Source: an optimization exercise on an open RTL-to-GDS flow (aim: small area and a short achievable clock period). Production flows keep margins and buffers that such runs may drop.
The RTL was checked by simulation tests, not by an equivalence proof against the original design.
No activity file was given, so power comes from the tool's default toggle rates.

`flow/design.v`:
```
module SIMD(clk,rst,opcode,funct3,funct7,rd_data1,rd_data2,rd_data3,w_add,immed,instrc_add,wr_add,wr_data);
input clk;
input rst;
input [6:0] opcode;
input [2:0] funct3;
input [6:0] funct7;
input [15:0] rd_data1;
input [15:0] rd_data2;
input [15:0] rd_data3;
input [4:0] w_add;
input [11:0] immed;
output [6:0] instrc_add;
output [4:0] wr_add;
output [15:0] wr_data;
wire alu = (opcode == 7'b0111011);
wire mac = (opcode == 7'b1001011);
wire shl = (opcode == 7'b0100011) | (opcode == 7'b1010011);
wire shr = (opcode == 7'b1100011);
wire m16 = (funct3 == 3'b001);
wire m8  = (funct3 == 3'b010);
wire m4  = (funct3 == 3'b100);
wire op_add  = alu & (funct7 == 7'b0000000);
wire op_sub  = alu & (funct7 == 7'b0100000);
wire op_mul  = alu & (funct7 == 7'b1000001);
wire op_mulh = alu & (funct7 == 7'b1000010);
wire op_madd  = mac & (funct7[1:0] == 2'b01);
wire op_maddh = mac & (funct7[1:0] == 2'b10);
wire op_and = alu & (funct7 == 7'b0001000);
wire op_or  = alu & (funct7 == 7'b0010000);
wire op_xor = alu & (funct7 == 7'b0011000);
wire op_not = alu & (funct7 == 7'b0110000);
wire lov = op_add | op_sub | op_mul | op_madd;    
wire hiv = op_mulh | op_maddh;                    
wire [15:0] imm = {{4{immed[10]}}, immed};
wire [3:0] k = imm[3:0];
wire shz = |imm[15:4];                            
wire k0 = (k == 4'd0);
wire lg = op_and | op_or | op_xor | op_not;
wire sel_lo16 = lg | (m16 & lov) | shl | (shr & k0);
wire sel_hi16 = (m16 & hiv) | (shr & ~k0);
wire ar = opcode[3];                   
wire bmul = opcode[6] | funct7[6];     
wire blog = funct7[4] | funct7[3];     
wire addsub = ar & ~bmul & ~blog;
wire sub = addsub & funct7[5];
wire sgn = ar & ~opcode[6] & funct7[6] & funct7[1];    
wire s4 = sgn & funct3[2];
wire s8 = sgn & funct3[1];
wire s16 = sgn & funct3[0];
wire i_16 = s16;
wire i_4 = s4;
wire i_4_8 = s4 | s8;
wire i_4_8_16 = s4 | s8 | s16;
wire i_8 = s8;
wire i_8_16 = s8 | s16;
wire u0 = sub;
wire u8 = sub & funct3[2];
wire u16 = sub & ~funct3[0];
wire [15:0] a = rd_data1;
wire [4:0] sha = shr ? 5'd16 - {1'b0, k} : {1'b0, k};
wire [15:0] bsh = (16'h0001 << sha[3:0]) & {16{~shz & ~ar}};
wire [15:0] lane1 = {3'b000, funct3[2], 3'b000, ~funct3[0], 3'b000, funct3[2], 4'b0001};
wire [15:0] b = ({16{ar & bmul}} & rd_data2) | ({16{addsub}} & lane1) | bsh;
wire [15:0] b8 = b & {16{~funct3[2] | ~ar}};
wire [15:0] b16 = b & {16{funct3[0] | ~ar}};
wire [15:0] csrc = ({16{ar & opcode[6]}} & rd_data3) | ({16{addsub}} & (rd_data2 ^ {16{funct7[5]}}));
wire [31:0] cc = {4'h0,
                  csrc[15:12] & {4{funct3[2]}},
                  csrc[15:12] & {4{funct3[1]}},
                  csrc[11:8] & {4{~funct3[0]}},
                  csrc[15:12] & {4{funct3[0]}},
                  (csrc[11:8] & {4{funct3[0]}}) | (csrc[7:4] & {4{funct3[2]}}),
                  csrc[7:4] & {4{~funct3[2]}},
                  csrc[3:0]};
wire p8 = ~funct3[2];   
wire p16 = funct3[0];   
wire [15:0] lres = ({16{op_and}} & (rd_data1 & rd_data2)) |
                   ({16{op_or}}  & (rd_data1 | rd_data2)) |
                   ({16{op_xor}} & (rd_data1 ^ rd_data2)) |
                   ({16{op_not}} & ~rd_data1);
wire pp1, pp2, pp3, pp4, pp5, pp6, pp7, pp8, pp9, pp10, pp11, pp12, pp13, pp14, pp15, pp16, pp17, pp18, pp19, pp20, pp21, pp22, pp23, pp24, pp25, pp26, pp27, pp28, pp29, pp30, pp31, pp32, pp33, pp34, pp35, pp36, pp37, pp38, pp39, pp40, pp41, pp42, pp43, pp44, pp45, pp46, pp47, pp48, pp49, pp50, pp51, pp52, pp53, pp54, pp55, pp56, pp57, pp58, pp59, pp60, pp61, pp62, pp63, pp64, pp65, pp66, pp67, pp68, pp69, pp70, pp71, pp72, pp73, pp74, pp75, pp76, pp77, pp78, pp79, pp80, pp81, pp82, pp83, pp84, pp85, pp86, pp87, pp88, pp89, pp90, pp91, pp92, pp93, pp94, pp95, pp96, pp97, pp98, pp99, pp100, pp101, pp102, pp103, pp104, pp105, pp106, pp107, pp108, pp109, pp110, pp111, pp112, pp113, pp114, pp115, pp116, pp117, pp118, pp119, pp120, pp121, pp122, pp123, pp124, pp125, pp126, pp127, pp128, pp129, pp130, pp131, pp132, pp133, pp134, pp135, pp136, pp137, pp138, pp139, pp140, pp141, pp142, pp143, pp144, pp145, pp146, pp147, pp148, pp149, pp150, pp151, pp152, pp153, pp154, pp155, pp156, pp157, pp158, pp159, pp160, pp161, pp162, pp163, pp164, pp165, pp166, pp167, pp168, pp169, pp170, pp171, pp172, pp173, pp174, pp175, pp176, pp177, pp178, pp179, pp180, pp181, pp182, pp183, pp184, pp185, pp186, pp187, pp188, pp189, pp190, pp191, pp192, pp193, pp194, pp195, pp196, pp197, pp198, pp199, pp200, pp201, pp202, pp203, pp204, pp205, pp206, pp207, pp208, pp209, pp210, pp211, pp212, pp213, pp214, pp215, pp216, pp217, pp218, pp219, pp220, pp221, pp222, pp223, pp224, pp225, pp226, pp227, pp228, pp229, pp230, pp231, pp232, pp233, pp234, pp235, pp236, pp237, pp238, pp239, pp240, pp241, pp242, pp243, pp244, pp245, pp246, pp247, pp248, pp249, pp250, pp251, pp252, pp253, pp254, pp255, pp256, s257, c258, s259, c260, s261, c262, s263, c264, s265, c266, s267, c268, s269, c270, s271, c272, s273, c274, s275, c276, s277, c278, s279, c280, s281, c282, s283, c284, s285, c286, s287, c288, s289, c290, s291, c292, s293, c294, s295, c296, s297, c298, s299, c300, s301, c302, k303, s304, c305, k306, s307, c308, k309, s310, c311, k312, s313, c314, k315, s316, c317, k318, s319, c320, k321, s322, c323, s324, c325, s326, c327, s328, c329, s330, c331, s332, c333, s334, c335, s336, c337, s338, c339, s340, c341, s342, c343, s344, c345, s346, c347, s348, c349, s350, c351, s352, c353, s354, c355, s356, c357, s358, c359, s360, c361, s362, c363, s364, c365, s366, c367, s368, c369, s370, c371, s372, c373, s374, c375, s376, c377, s378, c379, s380, c381, s382, c383, s384, c385, s386, c387, s388, c389, s390, c391, s392, c393, s394, c395, s396, c397, s398, c399, s400, c401, s402, c403, s404, c405, s406, c407, s408, c409, s410, c411, s412, c413, s414, c415, s416, c417, s418, c419, s420, c421, s422, c423, s424, c425, s426, c427, s428, c429, s430, c431, s432, c433, s434, c435, s436, c437, s438, c439, s440, c441, s442, c443, s444, c445, s446, c447, s448, c449, s450, c451, s452, c453, s454, c455, s456, c457, s458, c459, s460, c461, s462, c463, s464, c465, s466, c467, s468, c469, s470, c471, s472, c473, s474, c475, s476, c477, s478, c479, k480, s481, c482, k483, s484, c485, k486, s487, c488, k489, s490, c491, k492, s493, c494, k495, s496, c497, k498, s499, c500, k501, s502, c503, k504, s505, c506, k507, s508, c509, k510, s511, c512, k513, s514, c515, k516, s517, c518, k519, s520, c521, k522, s523, c524, s525, c526, s527, c528, s529, c530, s531, c532, s533, c534, s535, c536, s537, c538, s539, c540, s541, c542, s543, c544, s545, c546, s547, c548, s549, c550, s551, c552, s553, c554, s555, c556, s557, c558, s559, c560, s561, c562, s563, c564, s565, c566, s567, c568, s569, c570, s571, c572, s573, c574, s575, c576, s577, c578, s579, c580, s581, c582, s583, c584, s585, c586, s587, c588, s589, c590, s591, c592, s593, c594, s595, c596, s597, c598, s599, c600, s601, c602, s603, c604, s605, c606, s607, c608, s609, c610, s611, c612, s613, c614, s615, c616, s617, c618, s619, c620, s621, c622, s623, c624, s625, c626, s627, c628, s629, c630, s631, c632, s633, c634, s635, c636, s637, c638, s639, c640, s641, c642, s643, c644, s645, c646, s647, c648, s649, c650, s651, c652, s653, c654, s655, c656, s657, c658, s659, c660, s661, c662, s663, c664, s665, c666, s667, c668, s669, c670, s671, c672, s673, c674, s675, c676, s677, c678, s679, c680, s681, c682, s683, c684, s685, c686, s687, c688, s689, c690, s691, c692, s693, c694, s695, c696, s697, c698, s699, c700, s701, c702, s703, c704, s705, c706, k707, s708, c709, k710, s711, c712, k713, s714, c715, k716, s717, c718, k719, s720, c721, k722, s723, c724, k725, s726, c727, k728, s729, c730, k731, s732, c733, s734, c735, s736, c737, s738, c739, s740, c741, s742, c743, s744, c745, s746, c747, s748, c749, s750, c751, s752, c753, s754, c755, s756, c757, s758, c759, s760, c761, s762, c763, s764, c765, s766, c767, s768, c769, s770, c771, s772, c773, s774, c775, s776, c777, s778, c779, s780, c781, s782, c783, s784, c785, s786, c787, s788, c789, s790, c791, s792, c793, s794, c795, s796, c797, s798, c799, s800, c801, s802, c803, s804, c805;
assign pp1 = a[0] & b[0];
assign pp2 = a[0] & b[1];
assign pp3 = a[0] & b[2];
assign pp4 = (a[0] & b[3]) ^ i_4;
assign pp5 = a[0] & b8[4];
assign pp6 = a[0] & b8[5];
assign pp7 = a[0] & b8[6];
assign pp8 = (a[0] & b8[7]) ^ i_8;
assign pp9 = a[0] & b16[8];
assign pp10 = a[0] & b16[9];
assign pp11 = a[0] & b16[10];
assign pp12 = a[0] & b16[11];
assign pp13 = a[0] & b16[12];
assign pp14 = a[0] & b16[13];
assign pp15 = a[0] & b16[14];
assign pp16 = (a[0] & b16[15]) ^ i_16;
assign pp17 = a[1] & b[0];
assign pp18 = a[1] & b[1];
assign pp19 = a[1] & b[2];
assign pp20 = (a[1] & b[3]) ^ i_4;
assign pp21 = a[1] & b8[4];
assign pp22 = a[1] & b8[5];
assign pp23 = a[1] & b8[6];
assign pp24 = (a[1] & b8[7]) ^ i_8;
assign pp25 = a[1] & b16[8];
assign pp26 = a[1] & b16[9];
assign pp27 = a[1] & b16[10];
assign pp28 = a[1] & b16[11];
assign pp29 = a[1] & b16[12];
assign pp30 = a[1] & b16[13];
assign pp31 = a[1] & b16[14];
assign pp32 = (a[1] & b16[15]) ^ i_16;
assign pp33 = a[2] & b[0];
assign pp34 = a[2] & b[1];
assign pp35 = a[2] & b[2];
assign pp36 = (a[2] & b[3]) ^ i_4;
assign pp37 = a[2] & b8[4];
assign pp38 = a[2] & b8[5];
assign pp39 = a[2] & b8[6];
assign pp40 = (a[2] & b8[7]) ^ i_8;
assign pp41 = a[2] & b16[8];
assign pp42 = a[2] & b16[9];
assign pp43 = a[2] & b16[10];
assign pp44 = a[2] & b16[11];
assign pp45 = a[2] & b16[12];
assign pp46 = a[2] & b16[13];
assign pp47 = a[2] & b16[14];
assign pp48 = (a[2] & b16[15]) ^ i_16;
assign pp49 = (a[3] & b[0]) ^ i_4;
assign pp50 = (a[3] & b[1]) ^ i_4;
assign pp51 = (a[3] & b[2]) ^ i_4;
assign pp52 = a[3] & b[3];
assign pp53 = a[3] & b8[4];
assign pp54 = a[3] & b8[5];
assign pp55 = a[3] & b8[6];
assign pp56 = (a[3] & b8[7]) ^ i_8;
assign pp57 = a[3] & b16[8];
assign pp58 = a[3] & b16[9];
assign pp59 = a[3] & b16[10];
assign pp60 = a[3] & b16[11];
assign pp61 = a[3] & b16[12];
assign pp62 = a[3] & b16[13];
assign pp63 = a[3] & b16[14];
assign pp64 = (a[3] & b16[15]) ^ i_16;
assign pp65 = a[4] & b8[0];
assign pp66 = a[4] & b8[1];
assign pp67 = a[4] & b8[2];
assign pp68 = a[4] & b8[3];
assign pp69 = a[4] & b[4];
assign pp70 = a[4] & b[5];
assign pp71 = a[4] & b[6];
assign pp72 = (a[4] & b[7]) ^ i_4_8;
assign pp73 = a[4] & b16[8];
assign pp74 = a[4] & b16[9];
assign pp75 = a[4] & b16[10];
assign pp76 = a[4] & b16[11];
assign pp77 = a[4] & b16[12];
assign pp78 = a[4] & b16[13];
assign pp79 = a[4] & b16[14];
assign pp80 = (a[4] & b16[15]) ^ i_16;
assign pp81 = a[5] & b8[0];
assign pp82 = a[5] & b8[1];
assign pp83 = a[5] & b8[2];
assign pp84 = a[5] & b8[3];
assign pp85 = a[5] & b[4];
assign pp86 = a[5] & b[5];
assign pp87 = a[5] & b[6];
assign pp88 = (a[5] & b[7]) ^ i_4_8;
assign pp89 = a[5] & b16[8];
assign pp90 = a[5] & b16[9];
assign pp91 = a[5] & b16[10];
assign pp92 = a[5] & b16[11];
assign pp93 = a[5] & b16[12];
assign pp94 = a[5] & b16[13];
assign pp95 = a[5] & b16[14];
assign pp96 = (a[5] & b16[15]) ^ i_16;
assign pp97 = a[6] & b8[0];
assign pp98 = a[6] & b8[1];
assign pp99 = a[6] & b8[2];
assign pp100 = a[6] & b8[3];
assign pp101 = a[6] & b[4];
assign pp102 = a[6] & b[5];
assign pp103 = a[6] & b[6];
assign pp104 = (a[6] & b[7]) ^ i_4_8;
assign pp105 = a[6] & b16[8];
assign pp106 = a[6] & b16[9];
assign pp107 = a[6] & b16[10];
assign pp108 = a[6] & b16[11];
assign pp109 = a[6] & b16[12];
assign pp110 = a[6] & b16[13];
assign pp111 = a[6] & b16[14];
assign pp112 = (a[6] & b16[15]) ^ i_16;
assign pp113 = (a[7] & b8[0]) ^ i_8;
assign pp114 = (a[7] & b8[1]) ^ i_8;
assign pp115 = (a[7] & b8[2]) ^ i_8;
assign pp116 = (a[7] & b8[3]) ^ i_8;
assign pp117 = (a[7] & b[4]) ^ i_4_8;
assign pp118 = (a[7] & b[5]) ^ i_4_8;
assign pp119 = (a[7] & b[6]) ^ i_4_8;
assign pp120 = a[7] & b[7];
assign pp121 = a[7] & b16[8];
assign pp122 = a[7] & b16[9];
assign pp123 = a[7] & b16[10];
assign pp124 = a[7] & b16[11];
assign pp125 = a[7] & b16[12];
assign pp126 = a[7] & b16[13];
assign pp127 = a[7] & b16[14];
assign pp128 = (a[7] & b16[15]) ^ i_16;
assign pp129 = a[8] & b16[0];
assign pp130 = a[8] & b16[1];
assign pp131 = a[8] & b16[2];
assign pp132 = a[8] & b16[3];
assign pp133 = a[8] & b16[4];
assign pp134 = a[8] & b16[5];
assign pp135 = a[8] & b16[6];
assign pp136 = a[8] & b16[7];
assign pp137 = a[8] & b[8];
assign pp138 = a[8] & b[9];
assign pp139 = a[8] & b[10];
assign pp140 = (a[8] & b[11]) ^ i_4;
assign pp141 = a[8] & b8[12];
assign pp142 = a[8] & b8[13];
assign pp143 = a[8] & b8[14];
assign pp144 = (a[8] & b8[15]) ^ i_8_16;
assign pp145 = a[9] & b16[0];
assign pp146 = a[9] & b16[1];
assign pp147 = a[9] & b16[2];
assign pp148 = a[9] & b16[3];
assign pp149 = a[9] & b16[4];
assign pp150 = a[9] & b16[5];
assign pp151 = a[9] & b16[6];
assign pp152 = a[9] & b16[7];
assign pp153 = a[9] & b[8];
assign pp154 = a[9] & b[9];
assign pp155 = a[9] & b[10];
assign pp156 = (a[9] & b[11]) ^ i_4;
assign pp157 = a[9] & b8[12];
assign pp158 = a[9] & b8[13];
assign pp159 = a[9] & b8[14];
assign pp160 = (a[9] & b8[15]) ^ i_8_16;
assign pp161 = a[10] & b16[0];
assign pp162 = a[10] & b16[1];
assign pp163 = a[10] & b16[2];
assign pp164 = a[10] & b16[3];
assign pp165 = a[10] & b16[4];
assign pp166 = a[10] & b16[5];
assign pp167 = a[10] & b16[6];
assign pp168 = a[10] & b16[7];
assign pp169 = a[10] & b[8];
assign pp170 = a[10] & b[9];
assign pp171 = a[10] & b[10];
assign pp172 = (a[10] & b[11]) ^ i_4;
assign pp173 = a[10] & b8[12];
assign pp174 = a[10] & b8[13];
assign pp175 = a[10] & b8[14];
assign pp176 = (a[10] & b8[15]) ^ i_8_16;
assign pp177 = a[11] & b16[0];
assign pp178 = a[11] & b16[1];
assign pp179 = a[11] & b16[2];
assign pp180 = a[11] & b16[3];
assign pp181 = a[11] & b16[4];
assign pp182 = a[11] & b16[5];
assign pp183 = a[11] & b16[6];
assign pp184 = a[11] & b16[7];
assign pp185 = (a[11] & b[8]) ^ i_4;
assign pp186 = (a[11] & b[9]) ^ i_4;
assign pp187 = (a[11] & b[10]) ^ i_4;
assign pp188 = a[11] & b[11];
assign pp189 = a[11] & b8[12];
assign pp190 = a[11] & b8[13];
assign pp191 = a[11] & b8[14];
assign pp192 = (a[11] & b8[15]) ^ i_8_16;
assign pp193 = a[12] & b16[0];
assign pp194 = a[12] & b16[1];
assign pp195 = a[12] & b16[2];
assign pp196 = a[12] & b16[3];
assign pp197 = a[12] & b16[4];
assign pp198 = a[12] & b16[5];
assign pp199 = a[12] & b16[6];
assign pp200 = a[12] & b16[7];
assign pp201 = a[12] & b8[8];
assign pp202 = a[12] & b8[9];
assign pp203 = a[12] & b8[10];
assign pp204 = a[12] & b8[11];
assign pp205 = a[12] & b[12];
assign pp206 = a[12] & b[13];
assign pp207 = a[12] & b[14];
assign pp208 = (a[12] & b[15]) ^ i_4_8_16;
assign pp209 = a[13] & b16[0];
assign pp210 = a[13] & b16[1];
assign pp211 = a[13] & b16[2];
assign pp212 = a[13] & b16[3];
assign pp213 = a[13] & b16[4];
assign pp214 = a[13] & b16[5];
assign pp215 = a[13] & b16[6];
assign pp216 = a[13] & b16[7];
assign pp217 = a[13] & b8[8];
assign pp218 = a[13] & b8[9];
assign pp219 = a[13] & b8[10];
assign pp220 = a[13] & b8[11];
assign pp221 = a[13] & b[12];
assign pp222 = a[13] & b[13];
assign pp223 = a[13] & b[14];
assign pp224 = (a[13] & b[15]) ^ i_4_8_16;
assign pp225 = a[14] & b16[0];
assign pp226 = a[14] & b16[1];
assign pp227 = a[14] & b16[2];
assign pp228 = a[14] & b16[3];
assign pp229 = a[14] & b16[4];
assign pp230 = a[14] & b16[5];
assign pp231 = a[14] & b16[6];
assign pp232 = a[14] & b16[7];
assign pp233 = a[14] & b8[8];
assign pp234 = a[14] & b8[9];
assign pp235 = a[14] & b8[10];
assign pp236 = a[14] & b8[11];
assign pp237 = a[14] & b[12];
assign pp238 = a[14] & b[13];
assign pp239 = a[14] & b[14];
assign pp240 = (a[14] & b[15]) ^ i_4_8_16;
assign pp241 = (a[15] & b16[0]) ^ i_16;
assign pp242 = (a[15] & b16[1]) ^ i_16;
assign pp243 = (a[15] & b16[2]) ^ i_16;
assign pp244 = (a[15] & b16[3]) ^ i_16;
assign pp245 = (a[15] & b16[4]) ^ i_16;
assign pp246 = (a[15] & b16[5]) ^ i_16;
assign pp247 = (a[15] & b16[6]) ^ i_16;
assign pp248 = (a[15] & b16[7]) ^ i_16;
assign pp249 = (a[15] & b8[8]) ^ i_8_16;
assign pp250 = (a[15] & b8[9]) ^ i_8_16;
assign pp251 = (a[15] & b8[10]) ^ i_8_16;
assign pp252 = (a[15] & b8[11]) ^ i_8_16;
assign pp253 = (a[15] & b[12]) ^ i_4_8_16;
assign pp254 = (a[15] & b[13]) ^ i_4_8_16;
assign pp255 = (a[15] & b[14]) ^ i_4_8_16;
assign pp256 = a[15] & b[15];
SIMD_ha us257 (.a(u0), .b(cc[0]), .s(s257), .co(c258));
SIMD_fa us259 (.a(cc[1]), .b(pp17), .c(pp2), .s(s259), .co(c260));
SIMD_fa us261 (.a(cc[2]), .b(pp18), .c(pp3), .s(s261), .co(c262));
SIMD_ha us263 (.a(pp33), .b(c260), .s(s263), .co(c264));
SIMD_fa us265 (.a(cc[3]), .b(pp19), .c(pp34), .s(s265), .co(c266));
SIMD_fa us267 (.a(pp4), .b(pp49), .c(c262), .s(s267), .co(c268));
SIMD_ha us269 (.a(s265), .b(c264), .s(s269), .co(c270));
SIMD_fa us271 (.a((s4)), .b(cc[4]), .c(pp35), .s(s271), .co(c272));
SIMD_fa us273 (.a(pp5), .b(pp65), .c(pp20), .s(s273), .co(c274));
SIMD_fa us275 (.a(pp50), .b(c266), .c(s271), .s(s275), .co(c276));
SIMD_fa us277 (.a(s273), .b(c268), .c(c270), .s(s277), .co(c278));
SIMD_fa us279 (.a(cc[5]), .b(pp21), .c(pp6), .s(s279), .co(c280));
SIMD_fa us281 (.a(pp66), .b(pp81), .c(pp36), .s(s281), .co(c282));
SIMD_fa us283 (.a(pp51), .b(c272), .c(s279), .s(s283), .co(c284));
SIMD_fa us285 (.a(c274), .b(s281), .c(c276), .s(s285), .co(c286));
SIMD_ha us287 (.a(s283), .b(c278), .s(s287), .co(c288));
SIMD_fa us289 (.a(cc[6]), .b(pp22), .c(pp37), .s(s289), .co(c290));
SIMD_fa us291 (.a(pp52), .b(pp67), .c(pp7), .s(s291), .co(c292));
SIMD_fa us293 (.a(pp82), .b(pp97), .c(c280), .s(s293), .co(c294));
SIMD_fa us295 (.a(s289), .b(s291), .c(c282), .s(s295), .co(c296));
SIMD_fa us297 (.a(c284), .b(s293), .c(s295), .s(s297), .co(c298));
SIMD_ha us299 (.a(c286), .b(c288), .s(s299), .co(c300));
SIMD_fa us301 (.a((s4)), .b(cc[7]), .c(pp23), .s(s301), .co(c302));
assign k303 = c302 & p8;
SIMD_fa us304 (.a(pp38), .b(pp53), .c(pp68), .s(s304), .co(c305));
assign k306 = c305 & p8;
SIMD_fa us307 (.a(pp83), .b(pp98), .c(pp113), .s(s307), .co(c308));
assign k309 = c308 & p8;
SIMD_fa us310 (.a(pp8), .b(c290), .c(c292), .s(s310), .co(c311));
assign k312 = c311 & p8;
SIMD_fa us313 (.a(s301), .b(s304), .c(s307), .s(s313), .co(c314));
assign k315 = c314 & p8;
SIMD_fa us316 (.a(c294), .b(s310), .c(c296), .s(s316), .co(c317));
assign k318 = c317 & p8;
SIMD_fa us319 (.a(s313), .b(c298), .c(s316), .s(s319), .co(c320));
assign k321 = c320 & p8;
SIMD_fa us322 (.a((s8)), .b(u8), .c(cc[8]), .s(s322), .co(c323));
SIMD_fa us324 (.a(pp129), .b(pp39), .c(pp54), .s(s324), .co(c325));
SIMD_fa us326 (.a(pp69), .b(pp84), .c(pp9), .s(s326), .co(c327));
SIMD_fa us328 (.a(pp99), .b(pp114), .c(pp24), .s(s328), .co(c329));
SIMD_fa us330 (.a(s322), .b(s324), .c(s326), .s(s330), .co(c331));
SIMD_fa us332 (.a(k303), .b(k306), .c(s328), .s(s332), .co(c333));
SIMD_fa us334 (.a(k309), .b(k312), .c(s330), .s(s334), .co(c335));
SIMD_fa us336 (.a(s332), .b(k315), .c(s334), .s(s336), .co(c337));
SIMD_ha us338 (.a(k318), .b(s336), .s(s338), .co(c339));
SIMD_fa us340 (.a(cc[9]), .b(pp10), .c(pp100), .s(s340), .co(c341));
SIMD_fa us342 (.a(pp130), .b(pp145), .c(pp25), .s(s342), .co(c343));
SIMD_fa us344 (.a(pp55), .b(pp70), .c(pp85), .s(s344), .co(c345));
SIMD_fa us346 (.a(pp115), .b(pp40), .c(c323), .s(s346), .co(c347));
SIMD_fa us348 (.a(c325), .b(c327), .c(s340), .s(s348), .co(c349));
SIMD_fa us350 (.a(s342), .b(s344), .c(c329), .s(s350), .co(c351));
SIMD_fa us352 (.a(c331), .b(s346), .c(s348), .s(s352), .co(c353));
SIMD_fa us354 (.a(c333), .b(s350), .c(c335), .s(s354), .co(c355));
SIMD_fa us356 (.a(s352), .b(c337), .c(s354), .s(s356), .co(c357));
SIMD_fa us358 (.a(cc[10]), .b(pp101), .c(pp11), .s(s358), .co(c359));
SIMD_fa us360 (.a(pp131), .b(pp146), .c(pp161), .s(s360), .co(c361));
SIMD_fa us362 (.a(pp26), .b(pp41), .c(pp71), .s(s362), .co(c363));
SIMD_fa us364 (.a(pp86), .b(pp116), .c(pp56), .s(s364), .co(c365));
SIMD_fa us366 (.a(c341), .b(c343), .c(c345), .s(s366), .co(c367));
SIMD_fa us368 (.a(s358), .b(s360), .c(s362), .s(s368), .co(c369));
SIMD_fa us370 (.a(s364), .b(c347), .c(c349), .s(s370), .co(c371));
SIMD_fa us372 (.a(s366), .b(c351), .c(s368), .s(s372), .co(c373));
SIMD_fa us374 (.a(c353), .b(s370), .c(s372), .s(s374), .co(c375));
SIMD_ha us376 (.a(c355), .b(s374), .s(s376), .co(c377));
SIMD_fa us378 (.a(cc[11]), .b(pp102), .c(pp12), .s(s378), .co(c379));
SIMD_fa us380 (.a(pp132), .b(pp147), .c(pp162), .s(s380), .co(c381));
SIMD_fa us382 (.a(pp177), .b(pp27), .c(pp42), .s(s382), .co(c383));
SIMD_fa us384 (.a(pp57), .b(pp87), .c(pp117), .s(s384), .co(c385));
SIMD_fa us386 (.a(pp72), .b(c359), .c(c361), .s(s386), .co(c387));
SIMD_fa us388 (.a(c363), .b(s378), .c(s380), .s(s388), .co(c389));
SIMD_fa us390 (.a(s382), .b(c365), .c(s384), .s(s390), .co(c391));
SIMD_fa us392 (.a(c367), .b(c369), .c(s386), .s(s392), .co(c393));
SIMD_fa us394 (.a(s388), .b(s390), .c(c371), .s(s394), .co(c395));
SIMD_fa us396 (.a(c373), .b(s392), .c(s394), .s(s396), .co(c397));
SIMD_ha us398 (.a(c375), .b(c377), .s(s398), .co(c399));
SIMD_fa us400 (.a((s4)), .b(cc[12]), .c(pp103), .s(s400), .co(c401));
SIMD_fa us402 (.a(pp13), .b(pp133), .c(pp148), .s(s402), .co(c403));
SIMD_fa us404 (.a(pp163), .b(pp178), .c(pp193), .s(s404), .co(c405));
SIMD_fa us406 (.a(pp28), .b(pp43), .c(pp58), .s(s406), .co(c407));
SIMD_fa us408 (.a(pp73), .b(pp118), .c(pp88), .s(s408), .co(c409));
SIMD_fa us410 (.a(c379), .b(c381), .c(c383), .s(s410), .co(c411));
SIMD_fa us412 (.a(s400), .b(s402), .c(s404), .s(s412), .co(c413));
SIMD_fa us414 (.a(s406), .b(c385), .c(s408), .s(s414), .co(c415));
SIMD_fa us416 (.a(c387), .b(c389), .c(s410), .s(s416), .co(c417));
SIMD_fa us418 (.a(s412), .b(c391), .c(s414), .s(s418), .co(c419));
SIMD_fa us420 (.a(c393), .b(s416), .c(c395), .s(s420), .co(c421));
SIMD_fa us422 (.a(s418), .b(c397), .c(s420), .s(s422), .co(c423));
SIMD_fa us424 (.a(cc[13]), .b(pp134), .c(pp14), .s(s424), .co(c425));
SIMD_fa us426 (.a(pp149), .b(pp164), .c(pp179), .s(s426), .co(c427));
SIMD_fa us428 (.a(pp194), .b(pp209), .c(pp29), .s(s428), .co(c429));
SIMD_fa us430 (.a(pp44), .b(pp59), .c(pp74), .s(s430), .co(c431));
SIMD_fa us432 (.a(pp89), .b(pp104), .c(pp119), .s(s432), .co(c433));
SIMD_fa us434 (.a(c401), .b(c403), .c(c405), .s(s434), .co(c435));
SIMD_fa us436 (.a(c407), .b(s424), .c(s426), .s(s436), .co(c437));
SIMD_fa us438 (.a(s428), .b(s430), .c(c409), .s(s438), .co(c439));
SIMD_fa us440 (.a(s432), .b(c411), .c(c413), .s(s440), .co(c441));
SIMD_fa us442 (.a(s434), .b(s436), .c(c415), .s(s442), .co(c443));
SIMD_fa us444 (.a(s438), .b(c417), .c(s440), .s(s444), .co(c445));
SIMD_fa us446 (.a(c419), .b(s442), .c(s444), .s(s446), .co(c447));
SIMD_ha us448 (.a(c421), .b(s446), .s(s448), .co(c449));
SIMD_fa us450 (.a(cc[14]), .b(pp105), .c(pp120), .s(s450), .co(c451));
SIMD_fa us452 (.a(pp135), .b(pp15), .c(pp150), .s(s452), .co(c453));
SIMD_fa us454 (.a(pp165), .b(pp180), .c(pp195), .s(s454), .co(c455));
SIMD_fa us456 (.a(pp210), .b(pp225), .c(pp30), .s(s456), .co(c457));
SIMD_fa us458 (.a(pp45), .b(pp60), .c(pp75), .s(s458), .co(c459));
SIMD_fa us460 (.a(pp90), .b(c425), .c(c427), .s(s460), .co(c461));
SIMD_fa us462 (.a(c429), .b(c431), .c(s450), .s(s462), .co(c463));
SIMD_fa us464 (.a(s452), .b(s454), .c(s456), .s(s464), .co(c465));
SIMD_fa us466 (.a(s458), .b(c433), .c(c435), .s(s466), .co(c467));
SIMD_fa us468 (.a(c437), .b(s460), .c(c439), .s(s468), .co(c469));
SIMD_fa us470 (.a(s462), .b(s464), .c(c441), .s(s470), .co(c471));
SIMD_fa us472 (.a(s466), .b(c443), .c(s468), .s(s472), .co(c473));
SIMD_fa us474 (.a(c445), .b(s470), .c(s472), .s(s474), .co(c475));
SIMD_ha us476 (.a(c447), .b(s474), .s(s476), .co(c477));
SIMD_fa us478 (.a((s4 | s8)), .b(cc[15]), .c(pp106), .s(s478), .co(c479));
assign k480 = c479 & p16;
SIMD_fa us481 (.a(pp121), .b(pp136), .c(pp151), .s(s481), .co(c482));
assign k483 = c482 & p16;
SIMD_fa us484 (.a(pp166), .b(pp181), .c(pp196), .s(s484), .co(c485));
assign k486 = c485 & p16;
SIMD_fa us487 (.a(pp211), .b(pp226), .c(pp31), .s(s487), .co(c488));
assign k489 = c488 & p16;
SIMD_fa us490 (.a(pp46), .b(pp61), .c(pp76), .s(s490), .co(c491));
assign k492 = c491 & p16;
SIMD_fa us493 (.a(pp91), .b(pp16), .c(pp241), .s(s493), .co(c494));
assign k495 = c494 & p16;
SIMD_fa us496 (.a(c451), .b(c453), .c(c455), .s(s496), .co(c497));
assign k498 = c497 & p16;
SIMD_fa us499 (.a(c457), .b(c459), .c(s478), .s(s499), .co(c500));
assign k501 = c500 & p16;
SIMD_fa us502 (.a(s481), .b(s484), .c(s487), .s(s502), .co(c503));
assign k504 = c503 & p16;
SIMD_fa us505 (.a(s490), .b(s493), .c(c461), .s(s505), .co(c506));
assign k507 = c506 & p16;
SIMD_fa us508 (.a(c463), .b(c465), .c(s496), .s(s508), .co(c509));
assign k510 = c509 & p16;
SIMD_fa us511 (.a(s499), .b(s502), .c(c467), .s(s511), .co(c512));
assign k513 = c512 & p16;
SIMD_fa us514 (.a(s505), .b(c469), .c(s508), .s(s514), .co(c515));
assign k516 = c515 & p16;
SIMD_fa us517 (.a(c471), .b(s511), .c(c473), .s(s517), .co(c518));
assign k519 = c518 & p16;
SIMD_fa us520 (.a(s514), .b(c475), .c(s517), .s(s520), .co(c521));
assign k522 = c521 & p16;
SIMD_fa us523 (.a((s16)), .b(u16), .c(cc[16]), .s(s523), .co(c524));
SIMD_fa us525 (.a(pp107), .b(pp122), .c(pp137), .s(s525), .co(c526));
SIMD_fa us527 (.a(pp152), .b(pp167), .c(pp182), .s(s527), .co(c528));
SIMD_fa us529 (.a(pp197), .b(pp212), .c(pp227), .s(s529), .co(c530));
SIMD_fa us531 (.a(pp47), .b(pp62), .c(pp77), .s(s531), .co(c532));
SIMD_fa us533 (.a(pp92), .b(pp242), .c(pp32), .s(s533), .co(c534));
SIMD_fa us535 (.a(s523), .b(s525), .c(s527), .s(s535), .co(c536));
SIMD_fa us537 (.a(s529), .b(s531), .c(k480), .s(s537), .co(c538));
SIMD_fa us539 (.a(k483), .b(k486), .c(k489), .s(s539), .co(c540));
SIMD_fa us541 (.a(k492), .b(s533), .c(k495), .s(s541), .co(c542));
SIMD_fa us543 (.a(k498), .b(s535), .c(k501), .s(s543), .co(c544));
SIMD_fa us545 (.a(k504), .b(s537), .c(s539), .s(s545), .co(c546));
SIMD_fa us547 (.a(s541), .b(k507), .c(k510), .s(s547), .co(c548));
SIMD_fa us549 (.a(s543), .b(s545), .c(k513), .s(s549), .co(c550));
SIMD_fa us551 (.a(k516), .b(s547), .c(s549), .s(s551), .co(c552));
SIMD_ha us553 (.a(k519), .b(s551), .s(s553), .co(c554));
SIMD_fa us555 (.a(cc[17]), .b(pp108), .c(pp123), .s(s555), .co(c556));
SIMD_fa us557 (.a(pp138), .b(pp153), .c(pp168), .s(s557), .co(c558));
SIMD_fa us559 (.a(pp183), .b(pp198), .c(pp213), .s(s559), .co(c560));
SIMD_fa us561 (.a(pp228), .b(pp63), .c(pp78), .s(s561), .co(c562));
SIMD_fa us563 (.a(pp93), .b(pp243), .c(pp48), .s(s563), .co(c564));
SIMD_fa us565 (.a(c524), .b(c526), .c(c528), .s(s565), .co(c566));
SIMD_fa us567 (.a(c530), .b(c532), .c(s555), .s(s567), .co(c568));
SIMD_fa us569 (.a(s557), .b(s559), .c(s561), .s(s569), .co(c570));
SIMD_fa us571 (.a(c534), .b(s563), .c(c536), .s(s571), .co(c572));
SIMD_fa us573 (.a(s565), .b(c538), .c(c540), .s(s573), .co(c574));
SIMD_fa us575 (.a(s567), .b(s569), .c(c542), .s(s575), .co(c576));
SIMD_fa us577 (.a(s571), .b(c544), .c(c546), .s(s577), .co(c578));
SIMD_fa us579 (.a(s573), .b(s575), .c(c548), .s(s579), .co(c580));
SIMD_fa us581 (.a(s577), .b(c550), .c(s579), .s(s581), .co(c582));
SIMD_ha us583 (.a(c552), .b(s581), .s(s583), .co(c584));
SIMD_fa us585 (.a(cc[18]), .b(pp109), .c(pp124), .s(s585), .co(c586));
SIMD_fa us587 (.a(pp139), .b(pp154), .c(pp169), .s(s587), .co(c588));
SIMD_fa us589 (.a(pp184), .b(pp199), .c(pp214), .s(s589), .co(c590));
SIMD_fa us591 (.a(pp229), .b(pp79), .c(pp94), .s(s591), .co(c592));
SIMD_fa us593 (.a(pp244), .b(pp64), .c(c556), .s(s593), .co(c594));
SIMD_fa us595 (.a(c558), .b(c560), .c(c562), .s(s595), .co(c596));
SIMD_fa us597 (.a(s585), .b(s587), .c(s589), .s(s597), .co(c598));
SIMD_fa us599 (.a(s591), .b(c564), .c(c566), .s(s599), .co(c600));
SIMD_fa us601 (.a(c568), .b(c570), .c(s593), .s(s601), .co(c602));
SIMD_fa us603 (.a(s595), .b(s597), .c(c572), .s(s603), .co(c604));
SIMD_fa us605 (.a(s599), .b(c574), .c(s601), .s(s605), .co(c606));
SIMD_fa us607 (.a(c576), .b(s603), .c(c578), .s(s607), .co(c608));
SIMD_fa us609 (.a(s605), .b(c580), .c(s607), .s(s609), .co(c610));
SIMD_ha us611 (.a(c582), .b(s609), .s(s611), .co(c612));
SIMD_fa us613 (.a(cc[19]), .b(pp110), .c(pp125), .s(s613), .co(c614));
SIMD_fa us615 (.a(pp155), .b(pp170), .c(pp200), .s(s615), .co(c616));
SIMD_fa us617 (.a(pp215), .b(pp230), .c(pp95), .s(s617), .co(c618));
SIMD_fa us619 (.a(pp140), .b(pp185), .c(pp245), .s(s619), .co(c620));
SIMD_fa us621 (.a(pp80), .b(c586), .c(c588), .s(s621), .co(c622));
SIMD_fa us623 (.a(c590), .b(c592), .c(s613), .s(s623), .co(c624));
SIMD_fa us625 (.a(s615), .b(s617), .c(s619), .s(s625), .co(c626));
SIMD_fa us627 (.a(c594), .b(c596), .c(c598), .s(s627), .co(c628));
SIMD_fa us629 (.a(s621), .b(s623), .c(c600), .s(s629), .co(c630));
SIMD_fa us631 (.a(s625), .b(c602), .c(s627), .s(s631), .co(c632));
SIMD_fa us633 (.a(c604), .b(s629), .c(c606), .s(s633), .co(c634));
SIMD_fa us635 (.a(s631), .b(c608), .c(s633), .s(s635), .co(c636));
SIMD_ha us637 (.a(c610), .b(s635), .s(s637), .co(c638));
SIMD_fa us639 (.a((s4)), .b(cc[20]), .c(pp111), .s(s639), .co(c640));
SIMD_fa us641 (.a(pp126), .b(pp141), .c(pp171), .s(s641), .co(c642));
SIMD_fa us643 (.a(pp201), .b(pp216), .c(pp231), .s(s643), .co(c644));
SIMD_fa us645 (.a(pp156), .b(pp186), .c(pp246), .s(s645), .co(c646));
SIMD_fa us647 (.a(pp96), .b(c614), .c(c616), .s(s647), .co(c648));
SIMD_fa us649 (.a(c618), .b(s639), .c(s641), .s(s649), .co(c650));
SIMD_fa us651 (.a(s643), .b(c620), .c(s645), .s(s651), .co(c652));
SIMD_fa us653 (.a(c622), .b(c624), .c(s647), .s(s653), .co(c654));
SIMD_fa us655 (.a(s649), .b(c626), .c(s651), .s(s655), .co(c656));
SIMD_fa us657 (.a(c628), .b(s653), .c(c630), .s(s657), .co(c658));
SIMD_fa us659 (.a(s655), .b(c632), .c(s657), .s(s659), .co(c660));
SIMD_fa us661 (.a(c634), .b(s659), .c(c636), .s(s661), .co(c662));
SIMD_fa us663 (.a(cc[21]), .b(pp127), .c(pp142), .s(s663), .co(c664));
SIMD_fa us665 (.a(pp157), .b(pp202), .c(pp217), .s(s665), .co(c666));
SIMD_fa us667 (.a(pp232), .b(pp112), .c(pp172), .s(s667), .co(c668));
SIMD_fa us669 (.a(pp187), .b(pp247), .c(c640), .s(s669), .co(c670));
SIMD_fa us671 (.a(c642), .b(c644), .c(s663), .s(s671), .co(c672));
SIMD_fa us673 (.a(s665), .b(c646), .c(s667), .s(s673), .co(c674));
SIMD_fa us675 (.a(c648), .b(c650), .c(s669), .s(s675), .co(c676));
SIMD_fa us677 (.a(s671), .b(c652), .c(s673), .s(s677), .co(c678));
SIMD_fa us679 (.a(c654), .b(s675), .c(c656), .s(s679), .co(c680));
SIMD_fa us681 (.a(s677), .b(c658), .c(s679), .s(s681), .co(c682));
SIMD_ha us683 (.a(c660), .b(s681), .s(s683), .co(c684));
SIMD_fa us685 (.a(cc[22]), .b(pp143), .c(pp158), .s(s685), .co(c686));
SIMD_fa us687 (.a(pp173), .b(pp188), .c(pp203), .s(s687), .co(c688));
SIMD_fa us689 (.a(pp218), .b(pp233), .c(pp128), .s(s689), .co(c690));
SIMD_fa us691 (.a(pp248), .b(c664), .c(c666), .s(s691), .co(c692));
SIMD_fa us693 (.a(s685), .b(s687), .c(c668), .s(s693), .co(c694));
SIMD_fa us695 (.a(s689), .b(c670), .c(c672), .s(s695), .co(c696));
SIMD_fa us697 (.a(s691), .b(c674), .c(s693), .s(s697), .co(c698));
SIMD_fa us699 (.a(c676), .b(s695), .c(c678), .s(s699), .co(c700));
SIMD_fa us701 (.a(s697), .b(c680), .c(s699), .s(s701), .co(c702));
SIMD_ha us703 (.a(c682), .b(s701), .s(s703), .co(c704));
SIMD_fa us705 (.a((s4)), .b(cc[23]), .c(pp159), .s(s705), .co(c706));
assign k707 = c706 & p8;
SIMD_fa us708 (.a(pp174), .b(pp189), .c(pp204), .s(s708), .co(c709));
assign k710 = c709 & p8;
SIMD_fa us711 (.a(pp219), .b(pp234), .c(pp144), .s(s711), .co(c712));
assign k713 = c712 & p8;
SIMD_fa us714 (.a(pp249), .b(c686), .c(c688), .s(s714), .co(c715));
assign k716 = c715 & p8;
SIMD_fa us717 (.a(s705), .b(s708), .c(c690), .s(s717), .co(c718));
assign k719 = c718 & p8;
SIMD_fa us720 (.a(s711), .b(c692), .c(s714), .s(s720), .co(c721));
assign k722 = c721 & p8;
SIMD_fa us723 (.a(c694), .b(s717), .c(c696), .s(s723), .co(c724));
assign k725 = c724 & p8;
SIMD_fa us726 (.a(s720), .b(c698), .c(s723), .s(s726), .co(c727));
assign k728 = c727 & p8;
SIMD_fa us729 (.a(c700), .b(s726), .c(c702), .s(s729), .co(c730));
assign k731 = c730 & p8;
SIMD_fa us732 (.a((s8)), .b(u8), .c(cc[24]), .s(s732), .co(c733));
SIMD_fa us734 (.a(pp175), .b(pp190), .c(pp205), .s(s734), .co(c735));
SIMD_fa us736 (.a(pp220), .b(pp235), .c(pp160), .s(s736), .co(c737));
SIMD_fa us738 (.a(pp250), .b(s732), .c(s734), .s(s738), .co(c739));
SIMD_fa us740 (.a(k707), .b(k710), .c(s736), .s(s740), .co(c741));
SIMD_fa us742 (.a(k713), .b(k716), .c(s738), .s(s742), .co(c743));
SIMD_fa us744 (.a(k719), .b(s740), .c(k722), .s(s744), .co(c745));
SIMD_fa us746 (.a(s742), .b(k725), .c(s744), .s(s746), .co(c747));
SIMD_ha us748 (.a(k728), .b(s746), .s(s748), .co(c749));
SIMD_fa us750 (.a(cc[25]), .b(pp191), .c(pp206), .s(s750), .co(c751));
SIMD_fa us752 (.a(pp221), .b(pp236), .c(pp176), .s(s752), .co(c753));
SIMD_fa us754 (.a(pp251), .b(c733), .c(c735), .s(s754), .co(c755));
SIMD_fa us756 (.a(s750), .b(c737), .c(s752), .s(s756), .co(c757));
SIMD_fa us758 (.a(c739), .b(s754), .c(c741), .s(s758), .co(c759));
SIMD_fa us760 (.a(s756), .b(c743), .c(s758), .s(s760), .co(c761));
SIMD_fa us762 (.a(c745), .b(s760), .c(c747), .s(s762), .co(c763));
SIMD_fa us764 (.a(cc[26]), .b(pp207), .c(pp222), .s(s764), .co(c765));
SIMD_fa us766 (.a(pp237), .b(pp192), .c(pp252), .s(s766), .co(c767));
SIMD_fa us768 (.a(c751), .b(s764), .c(c753), .s(s768), .co(c769));
SIMD_fa us770 (.a(s766), .b(c755), .c(c757), .s(s770), .co(c771));
SIMD_fa us772 (.a(s768), .b(c759), .c(s770), .s(s772), .co(c773));
SIMD_ha us774 (.a(c761), .b(s772), .s(s774), .co(c775));
SIMD_fa us776 (.a(cc[27]), .b(pp223), .c(pp238), .s(s776), .co(c777));
SIMD_fa us778 (.a(pp208), .b(pp253), .c(c765), .s(s778), .co(c779));
SIMD_fa us780 (.a(s776), .b(c767), .c(s778), .s(s780), .co(c781));
SIMD_fa us782 (.a(c769), .b(s780), .c(c771), .s(s782), .co(c783));
SIMD_ha us784 (.a(c773), .b(s782), .s(s784), .co(c785));
SIMD_fa us786 (.a((s4)), .b(cc[28]), .c(pp239), .s(s786), .co(c787));
SIMD_fa us788 (.a(pp224), .b(pp254), .c(c777), .s(s788), .co(c789));
SIMD_fa us790 (.a(s786), .b(c779), .c(s788), .s(s790), .co(c791));
SIMD_fa us792 (.a(c781), .b(s790), .c(c783), .s(s792), .co(c793));
SIMD_fa us794 (.a(cc[29]), .b(pp240), .c(pp255), .s(s794), .co(c795));
SIMD_fa us796 (.a(c787), .b(s794), .c(c789), .s(s796), .co(c797));
SIMD_ha us798 (.a(c791), .b(s796), .s(s798), .co(c799));
SIMD_fa us800 (.a(cc[30]), .b(pp256), .c(c795), .s(s800), .co(c801));
SIMD_ha us802 (.a(s800), .b(c797), .s(s802), .co(c803));
SIMD_fa us804 (.a((s4 | s8 | s16)), .b(cc[31]), .c(c801), .s(s804), .co(c805));
wire [31:0] tx = {c803, c799, c793, c785, c775, c763, c749, k731, c704, c684, c662, c638, c612, c584, c554, k522, c477, c449, c423, c399, s396, c357, c339, k321, c300, s297, s285, s275, s267, s261, c258, pp1};
wire [31:0] ty = {s804, s802, s798, s792, s784, s774, s762, s748, s729, s703, s683, s661, s637, s611, s583, s553, s520, s476, s448, s422, s398, s376, s356, s338, s319, s299, s287, s277, s269, s263, s259, s257};
reg [4:0] pc;
reg [4:0] wr_add_r;
always @(posedge clk) begin
    if (!rst) begin
        pc <= 5'd0;
        wr_add_r <= 5'd0;
    end else begin
        pc <= pc + 5'd1;
        wr_add_r <= w_add;
    end
end
assign instrc_add = {pc, 2'b00};
assign wr_add = wr_add_r;
wire [31:0] nx = tx | {16'h0000, lres};
reg [31:0] rx, ry;
reg r_k8, r_k16;
reg [5:0] rsel;
always @(posedge clk) begin
    rx <= nx;
    ry <= ty;
    r_k8 <= p8;
    r_k16 <= p16;
    if (!rst) rsel <= 6'd0;
    else rsel <= {m4 & hiv, m4 & lov, m8 & hiv, m8 & lov, sel_hi16, sel_lo16};
end
wire [34:0] gx = {rx[31:24], r_k8, rx[23:16], r_k16, rx[15:8], r_k8, rx[7:0]};
wire [34:0] gy = {ry[31:24], 1'b0, ry[23:16], 1'b0, ry[15:8], 1'b0, ry[7:0]};
wire [34:0] gs = gx + gy;
wire [31:0] P = {gs[34:27], gs[25:18], gs[16:9], gs[7:0]};
wire [15:0] res = ({16{rsel[0]}} & P[15:0]) | ({16{rsel[1]}} & P[31:16]) |
                  ({16{rsel[2]}} & {P[23:16], P[7:0]}) | ({16{rsel[3]}} & {P[31:24], P[15:8]}) |
                  ({16{rsel[4]}} & {P[27:24], P[19:16], P[11:8], P[3:0]}) |
                  ({16{rsel[5]}} & {P[31:28], P[23:20], P[15:12], P[7:4]});
assign wr_data = res;
endmodule
module SIMD_fa(input a, input b, input c, output s, output co);
assign s = a ^ b ^ c;
assign co = (a & b) | (c & (a ^ b));
endmodule
module SIMD_ha(input a, input b, output s, output co);
assign s = a ^ b;
assign co = a & b;
endmodule
```
`flow/run.sh`:
```
#!/bin/bash
# synth_recipe.tcl (not shown) runs the flow's synth.tcl, then flattens the netlist and writes it again
# the make line also repeats each setting of config.mk as NAME=value (left out here)
make -C /OpenROAD-flow-scripts/flow DESIGN_CONFIG=/design/flow/config.mk WORK_HOME=/design/flow/orfs CLKGATE_MAP_FILE= SYNTH_SCRIPT=/design/flow/synth_recipe.tcl finish
```
`flow/config.mk`:
```
export PLATFORM = sky130hd
export DESIGN_NAME = SIMD
export DESIGN_NICKNAME = SIMD
export VERILOG_FILES = /design/flow/design.v
export SDC_FILE = /design/flow/constraint.sdc
export NUM_CORES = 4
export LEC_CHECK = 0
export CAP_MARGIN = 20
export CORE_MARGIN = 2
export CORE_UTILIZATION = 40
export SETUP_SLACK_MARGIN = 5
export SLEW_MARGIN = 20
export SYNTH_HIERARCHICAL = 1
export SYNTH_MINIMUM_KEEP_SIZE = 0
```
`flow/constraint.sdc`:
```
create_clock -name core_clock -period 10.6 [get_ports {clk}]
set_input_delay 2.1200 -clock core_clock [delete_from_list [all_inputs] [get_ports {clk}]]
set_output_delay 2.1200 -clock core_clock [all_outputs]
set_load 0.01 [all_outputs]
```
==> metrics.md, run 1 <==
| Metric | Value |
|---|---|
| Total Routing Usage GR | `between 30% and 40%` |
| DRC viols | `0` |
| Worst slew margin | `26.2%` |
| CTS tree | `yes` |
| Area grow syn2layout | `34.0%` |
| Via/cell ratio | `5.87` |
| Clk slew on worst S/H paths | `0.07 ns` |
| Max cap viols | `0` |
| Main synth FF type | `dfxtp_1` |
| # port buffers | `between 100 and 150` |
| Slew @ Worst Pin | `around 1.1 ns` |
| Synth Cell Area | `13200 sq um` |
| Number of flops mapped to enable cells by yosys | `0` |
| Crit path capture type | `flop` |
| Total grt overflow | `0` |
| Met2 GRT Util | `47.9%` |
| RSZ-0062 raised after global routing | `yes` |
| Combinational Power Share | `63.9%` |
| Max rail drop VDD | `a little over 0.09 mV` |
| Initial antenna violation count | `1` |
| Power Density | `between 100 and 150 nW/um^2` |
| Worst EP arrival | `approximately 7.0 ns` |
| Final Hold Fails | `0` |
| Share of post-route cells with drive strength above 1 | `30.9%` |
| Ys Warns | `7` |
| Starting Density | `40.6%` |
| Vias in the first global route | `12109` |
| Tcrit/Tclk final | `63.6%` |
| Final GP Congestion | `0.976` |
| Setup TNS | `0 ns` |
| Setup clock skew after layout | `0.000230 ns` |
| P_int | `1.10 mW` |
| CTS max path bufs | `2` |
| Util after Layout | `a little over half` |
| First-pass GRT wire length | `77900 microns` |
| DIE AREA | `34500 sq um` |
| Core Area | `32500 sq um` |
| 1st-pass router iterations | `8` |
| Seq pwr share | `between 20% and 30%` |
| Number of fill cells | `2945` |
| Initial DRC count | `between 1000 and 1500` |
| Avg Synthesized Cell Area | `9.38 sq um` |
| Register area share after synthesis | `12.4%` |
| Crit path time final | `6.74 ns` |
| Largest net degree at the start of global routing | `33` |
| Outcome | `finished clean` |
| Die Width | `186 microns` |
| Antenna Violating Nets Remaining | `0` |
| Setup slack, reg-to-reg | `9.55 ns` |
| Asr flop ratio synth | `0%` |
| P_sw | `a little over 0.9 mW` |
| Hold WC Path Type | `flop to flop` |
| Final instance area | `17700 sq um` |
| Worst skew pair latency | `0.34 ns` |
| Total power | `2.03 mW` |
| DPL Wire Length | `39200 microns` |
| Most Used Layer, Global Route | `met2` |
| Req. time, crit path | `about 11 ns` |
| Total vias in the final route | `12046` |
| Met3 Resource Use GR | `between 9 and 10%` |
| # nets final | `around 2000` |
| Final setup viols | `0` |
| Post-Syn Instances | `1407` |
| Worst Setup Start Kind | `input pin` |
| Row cnt | `66` |
| CP Class | `input pin to flop` |
| Average wire per standard cell | `26.2 microns` |
| DP Area | `around 15000 sq um` |
| FF+latch count, synth | `between 80 and 90` |
| Slew Limit Fails | `0` |
| Max Clk Rate | `148 MHz` |
| Htree depth | `3` |
| Top-Level Pins | `112` |
| Pleak | `7.82 nW` |
| GR Util met1 | `41.8%` |
| Root Driver | `clkbuf_16` |
| Crit-path max FO | `4` |
| Number of CTS-inserted buffers | `9` |
| Clock share of power | `15.3%` |
| Sw frac | `45.6%` |
| DRT Wirelength | `~54000 microns` |
| CTS Sinks | `between 80 and 90` |
| Library cells used by synthesis | `76` |
| Die Y | `186 microns` |
[cell families after synthesis]
logic type / count (synthesis) / share of synthesized area, %
buf+inv: 125 / 3.85
mux: 13 / 0.995
flops: 82 / 12.4
other cells: 1 / 0.0284
compound gates: 210 / 12.0
xor+xnor: 94 / 6.24
simple gates: 556 / 19.9
fa+ha+maj: 326 / 44.5
[what timing repair did]
action,CTS,global route
gates resized for setup,260,118
buffers inserted,91,36
gates cloned,3,2
pin swaps,95,75
hold buffers,0,0
setup endpoints to repair,67,58
[cell usage in the layout (no fill, tap or decap), types with 49 or more instances in the layout]
cell type,count
buf_4,98
dfxtp_1,82
nand2_1,107
fa_2,115
ha_1,67
clkdlybuf4s50_1,80
and2_1,49
xnor2_1,53
nor2_1,148
fa_1,124
[Yosys cell counts (all sizes together), types with 15 or more instances]
| cell | count | area share (%) |
|---|---|---|
| dfxtp | 82 | 12 |
| nor2 | 185 | 5.3 |
| buf | 16 | 0.75 |
| o21ai | 29 | 1.1 |
| and2 | 60 | 2.8 |
| a22oi | 17 | 1.1 |
| clkbuf | 60 | 1.7 |
| a21oi | 25 | 0.95 |
| nor3 | 72 | 2.7 |
| a211oi | 35 | 2.0 |
| nor2b | 44 | 2.1 |
| nand2 | 122 | 3.5 |
| ha | 87 | 8.2 |
| inv | 48 | 1.4 |
| xnor2 | 58 | 3.8 |
| xor2 | 36 | 2.4 |
| a22o | 15 | 1.0 |
| nand3 | 21 | 0.80 |
| fa | 239 | 36 |
| and3 | 18 | 0.87 |
[power by group through the flow]
stage          registers [mW]  logic, mW  clock network [mW]
4_1_cts                 0.421       1.18               0.318
3_5_place_dp            0.426       1.05                   0
6_report                0.422       1.30               0.311
3_3_place_gp            0.426       1.05                   0
2_1_floorplan           0.410      0.703                   0
5_1_grt                 0.428       1.40               0.332
[worst paths after layout]
path | depth (start not counted) | start | end
worst max-delay path | 17 | opcode[3] | ry[20]
worst min-delay path | 1 | pc[0] | pc[0]
worst max register to register | 4 | pc[0] | pc[4]
worst min register to register | 1 | pc[0] | pc[0]
[Yosys stat by module, one instance, submodules excluded]
module	area, sq um	flip-flops and latches
SIMD	8170	82
SIMD_fa	20.0	0
SIMD_ha	12.5	0
[area by class of cell]
| type | count | area [sq um] | area share [%] |
|---|---|---|---|
| Inverter | 49 | 200 | 1.13 |
| Multi-Input combinational cell | 1206 | 12400 | 70.4 |
| Sequential cell | 82 | 1640 | 9.28 |
| Clock inverter | 7 | 66.3 | 0.375 |
| Antenna cell | 1 | 2.50 | 0.0142 |
| Timing Repair Buffer | 257 | 2550 | 14.4 |
| Tap cell | 442 | 553 | 3.13 |
| Clock buffer | 9 | 225 | 1.27 |
[per-layer routing]
metal,up-vias,share of wire (%)
met5,-,0
met4,0,4.3
met3,132,12
met2,758,44
met1,6017,40
li1,5139,-
[through the flow]
step	hold WS [ns]	instances	setup slack (ns)
2_1_floorplan	0.476	1412	3.68
3_3_place_gp	0.455	1904	2.55
3_5_place_dp	0.465	1904	2.43
4_1_cts	0.488	2014	3.90
5_1_grt	0.532	2052	3.80
6_report	0.484	2053	3.86
[worst max-delay path, stage by stage]
cell      delay [ns]
buf_12          0.10
and4bb_2        0.35
o311ai_4        0.11
xor2_2          0.24
buf_4           0.18
nor2_4          0.05
a222oi_1        0.32
buf_4           0.20
buf_6           0.14
nor3_1          0.06
fa_1            0.44
fa_2            0.38
fa_1            0.51
fa_2            0.39
fa_1            0.52
fa_2            0.37
fa_1            0.47
[sequential cells by signal (all words and copies together) (netlist names)]
signal / flops
wr_add_r: 5
rsel: 6
ry: 32
rx: 32
r_k8: 1
pc: 5
r_k16: 1
==> run 2: changes to the inputs <==
--- a/flow/config.mk
+++ b/flow/config.mk
@@ -9,4 +9,4 @@
 export CORE_MARGIN = 2
-export CORE_UTILIZATION = 40
-export SETUP_SLACK_MARGIN = 5
+export CORE_UTILIZATION = 60
+export SETUP_SLACK_MARGIN = 4
 export SLEW_MARGIN = 20
==> run 2 against run 1 <==
Net effect: fmax is 0.27% lower; global-route usage increased by 9.6 points; cell area down 9.3%; largest power group unchanged.
==> metrics.md, run 2 <==
| Metric | Value |
|---|---|
| DPL Wire Length | `35000 microns` |
| Setup clock skew after layout | `0.000361 ns` |
| Total grt overflow | `0` |
| CTS Sinks | `82` |
| Critical path startpoint | `opcode[3]` |
| Final instance area | `between 15000 and 20000 sq um` |
| Hold buffers post-CTS | `0` |
| Core Area | `21700 sq um` |
| DP Area | `about 15000 sq um` |
| Req. time, crit path | `10.89 ns` |
| Critical Path End | `ry[20]` |
| Ys Warns | `7` |
| CP Class | `input pin to flop` |
| 1st-pass router iterations | `5` |
| Crit-path max FO | `6` |
| Slew @ Worst Pin | `0.915 ns` |
| Outcome | `finished clean` |
| P_int | `1.03 mW` |
| Hold WC Path Type | `flop to flop` |
| Most common cell after layout, fill and taps aside | `fa_1` |
| Max Clk Rate | `approximately 150 MHz` |
| Placed instance count | `1740` |
| Max cap viols | `0` |
| Worst R2R Path Depth | `4` |
| Synth area leader | `fa_1` |
| Synth Cell Area | `about 13000 sq um` |
| Crit path capture type | `flop` |
| Fin cells | `1811` |
| P_sw | `about 0.86 mW` |
| Setup slack, reg-to-reg | `9.54 ns` |
| Most numerous cell in the Yosys netlist | `fa_1` |
| Final Hold Fails | `0` |
| Worst slew margin | `38.9%` |
| Row cnt | `54` |
| Top-Level Pins | `about 110` |
| Combinational Power Share | `59.9%` |
| Average wire per standard cell | `26.3 microns` |
| Worst EP arrival | `7.04 ns` |
| RSZ-0062 raised after global routing | `yes` |
| CTS tree | `yes` |
| Total power | `1.89 mW` |
| Share of post-route cells with drive strength above 1 | `17.8%` |
| CTS max path bufs | `2` |
| # port buffers | `109` |
| Final GP Congestion | `1.02` |
| Root Driver | `clkbuf_16` |
| R2R Path End | `pc[4]` |
| Reg2Reg Launch Point | `pc[0]` |
| Post-Syn Instances | `1407` |
| Htree depth | `3` |
| Final setup margin | `3.84 ns` |
| Seq pwr share | `between 20% and 30%` |
| Top post-synthesis cells by area | `fa_1, dfxtp_1, ha_1, nor2_1, xnor2_1` |
| DIE AREA | `about 23000 sq um` |
| Worst skew pair latency | `0.34 ns` |
| Power Density | `118 nW/um^2` |
| Antenna Violating Nets Remaining | `0` |
| Library cells used by synthesis | `76` |
| Total vias in the final route | `about 12000` |
| Synth top area share | `roughly 36%` |
| Tcrit/Tclk final | `63.7%` |
| Max rail drop VDD | `0.0917 mV` |
| FF+latch count, synth | `82` |
| Area grow syn2layout | `21.5%` |
| Top cells by count, synth | `fa_1, nor2_1, nand2_1` |
| Vias in the first global route | `12091` |
| # nets final | `approximately 1900` |
| Initial antenna violation count | `2` |
| Sw frac | `a little under half` |
| Avg Synthesized Cell Area | `9.38 sq um` |
| Starting Density | `60.9%` |
| Crit path time final | `between 6 and 7 ns` |
| DRT Wirelength | `47600 microns` |
| Number of flops mapped to enable cells by yosys | `0` |
| Util after Layout | `~74%` |
| First-pass GRT wire length | `around 72000 microns` |
| Slew Limit Fails | `0` |
| Die Width | `152 microns` |
| Main synth FF type | `dfxtp_1` |
| Dpl ws | `between 2 and 2.5 ns` |
| Worst Setup Start Kind | `input pin` |
| Total Routing Usage GR | `about two fifths` |
| Via/cell ratio | `6.56` |
| Register area share after synthesis | `12.4%` |
| Most frequent cells in the layout | `fa_1, nor2_1, nand2_1` |
| Largest net degree at the start of global routing | `54` |
| Die Y | `152 microns` |
| Initial DRC count | `roughly 1500` |
| Biggest regs | `rx x32, ry x32, rsel x6` |
| Fin Hold WS | `0.488 ns` |
| Final setup viols | `0` |
| Asr flop ratio synth | `0%` |
| Clk slew on worst S/H paths | `approximately 0.07 ns` |
| Setup TNS | `0 ns` |
| Pleak | `approximately 7.3 nW` |
| Number of CTS-inserted buffers | `9` |
| Number of fill cells | `between 1500 and 2000` |
| Clock share of power | `17.9%` |
| DRC viols | `0` |
-- run 2: cell types whose count changed in the layout (fill, tap and decap cells not counted), sizes merged, moves of 2 or more --
| cell | previous run | this run |
|---|---|---|
| buf | 155 | 74 |
| dlygate4sd2 | 12 | 3 |
| clkdlybuf4s15 | 2 | 4 |
| clkdlybuf4s50 | 80 | 95 |
| clkbuf | 11 | 9 |
| clkinvlp | 6 | 3 |
| dlymetal6s2s | 5 | 0 |
-- run 2: layout make-up --
cell class / count / area [sq um] / area share (%)
multi-input cells: 1206 / 11700 / 73.2
repair buffers: 176 / 1780 / 11.1
flip-flops and latches: 82 / 1640 / 10.2
well taps: 280 / 350 / 2.19
clock buffers: 9 / 225 / 1.40
inverters: 49 / 195 / 1.22
clock inverters: 7 / 92.6 / 0.577
diodes: 2 / 5.00 / 0.0312
-- run 2: kinds of logic after synthesis --
logic type | after synthesis | share of synthesized area [%]
mux | 13 | 0.995
simple gates | 556 | 19.9
flops | 82 | 12.4
fa+ha+maj | 326 | 44.5
buf+inv | 125 | 3.85
other cells | 1 | 0.0284
compound gates | 210 | 12.0
xor+xnor | 94 | 6.24
-- run 2: per-module statistics from Yosys (local to each module, per instance) --
module   flops+latches  cells inside  area (sq um)
SIMD_fa              0             1          20.0
SIMD                82          1148          8170
SIMD_ha              0             1          12.5
-- run 2: per-layer routing --
layer / global-route usage [%] / share of wire [%] / up-vias
li1: - / - / 4982
met1: 53.3 / 37 / 5796
met2: 63.4 / 45 / 915
met3: 11.7 / 13 / 185
met4: 19.0 / 5.1 / 0
met5: 0 / 0 / -
-- run 2: power by group through the flow --
stage,combinational [mW],clock [mW],sequential (mW)
2_1_floorplan,0.694,0,0.410
3_3_place_gp,1.00,0,0.424
3_5_place_dp,1.02,0,0.425
4_1_cts,1.06,0.339,0.418
5_1_grt,1.22,0.350,0.423
6_report,1.13,0.337,0.420
-- run 2: critical path: stages --
cell      delay, ns
buf_12         0.10
and4bb_2       0.35
o311ai_4       0.12
xor2_2         0.33
and4_4         0.32
a222oi_1       0.09
buf_4          0.25
nor3_4         0.24
fa_1           0.49
fa_2           0.41
fa_1           0.51
fa_2           0.36
fa_1           0.46
fa_2           0.36
fa_2           0.52
-- run 2: worst min-delay path by stage --
| stage | from | to | slack [ns] | depth (start not counted) |
|---|---|---|---|---|
| global route | pc[0] | pc[0] | 0.52 | 1 |
| CTS | pc[0] | pc[0] | 0.49 | 1 |
| global placement | pc[0] | pc[0] | 0.46 | 1 |
| floorplan | pc[0] | pc[0] | 0.48 | 1 |
| finish | pc[0] | pc[0] | 0.49 | 1 |
| detailed placement | pc[0] | pc[0] | 0.48 | 1 |
-- run 2: what timing repair did --
item                       4_1_cts  5_1_grt
setup buffers                   42        9
gates cloned                     2        0
pin swaps                       31       33
setup endpoints to repair       49       27
resized for setup              111       79

## separate check: timing with driven ports
In the flow no input, the clock included, has a driving cell. The finished layouts below were timed again as built, in two steps. Step 1 assumes that a clkbuf_16 drives the clock port and a buf_2 every other input. Step 2 adds t to the input delays and takes it off the output delays; t is the mean of the earliest and latest rising clock arrival at the registers after step 1. Input paths then give back, and output paths get back, about the clock's delay inside the block. a / b / c = ideal / step 1 / step 2; a / b = the first two.
| run | t, ns | setup WS [ns] | worst setup path at the end | clock arrival spread, ns |
|---|---|---|---|---|
| run 1 | 0.372 | 3.863 / 3.840 / 3.468 | input to register | 0.013 / 0.012 |
| run 2 | 0.381 | 3.845 / 3.837 / 3.457 | input to register | 0.011 / 0.011 |
After both steps every run listed still meets setup and hold. The setup slack of run 1, which loses most, moves by -0.023 ns with the drivers and by -0.395 ns with both steps.
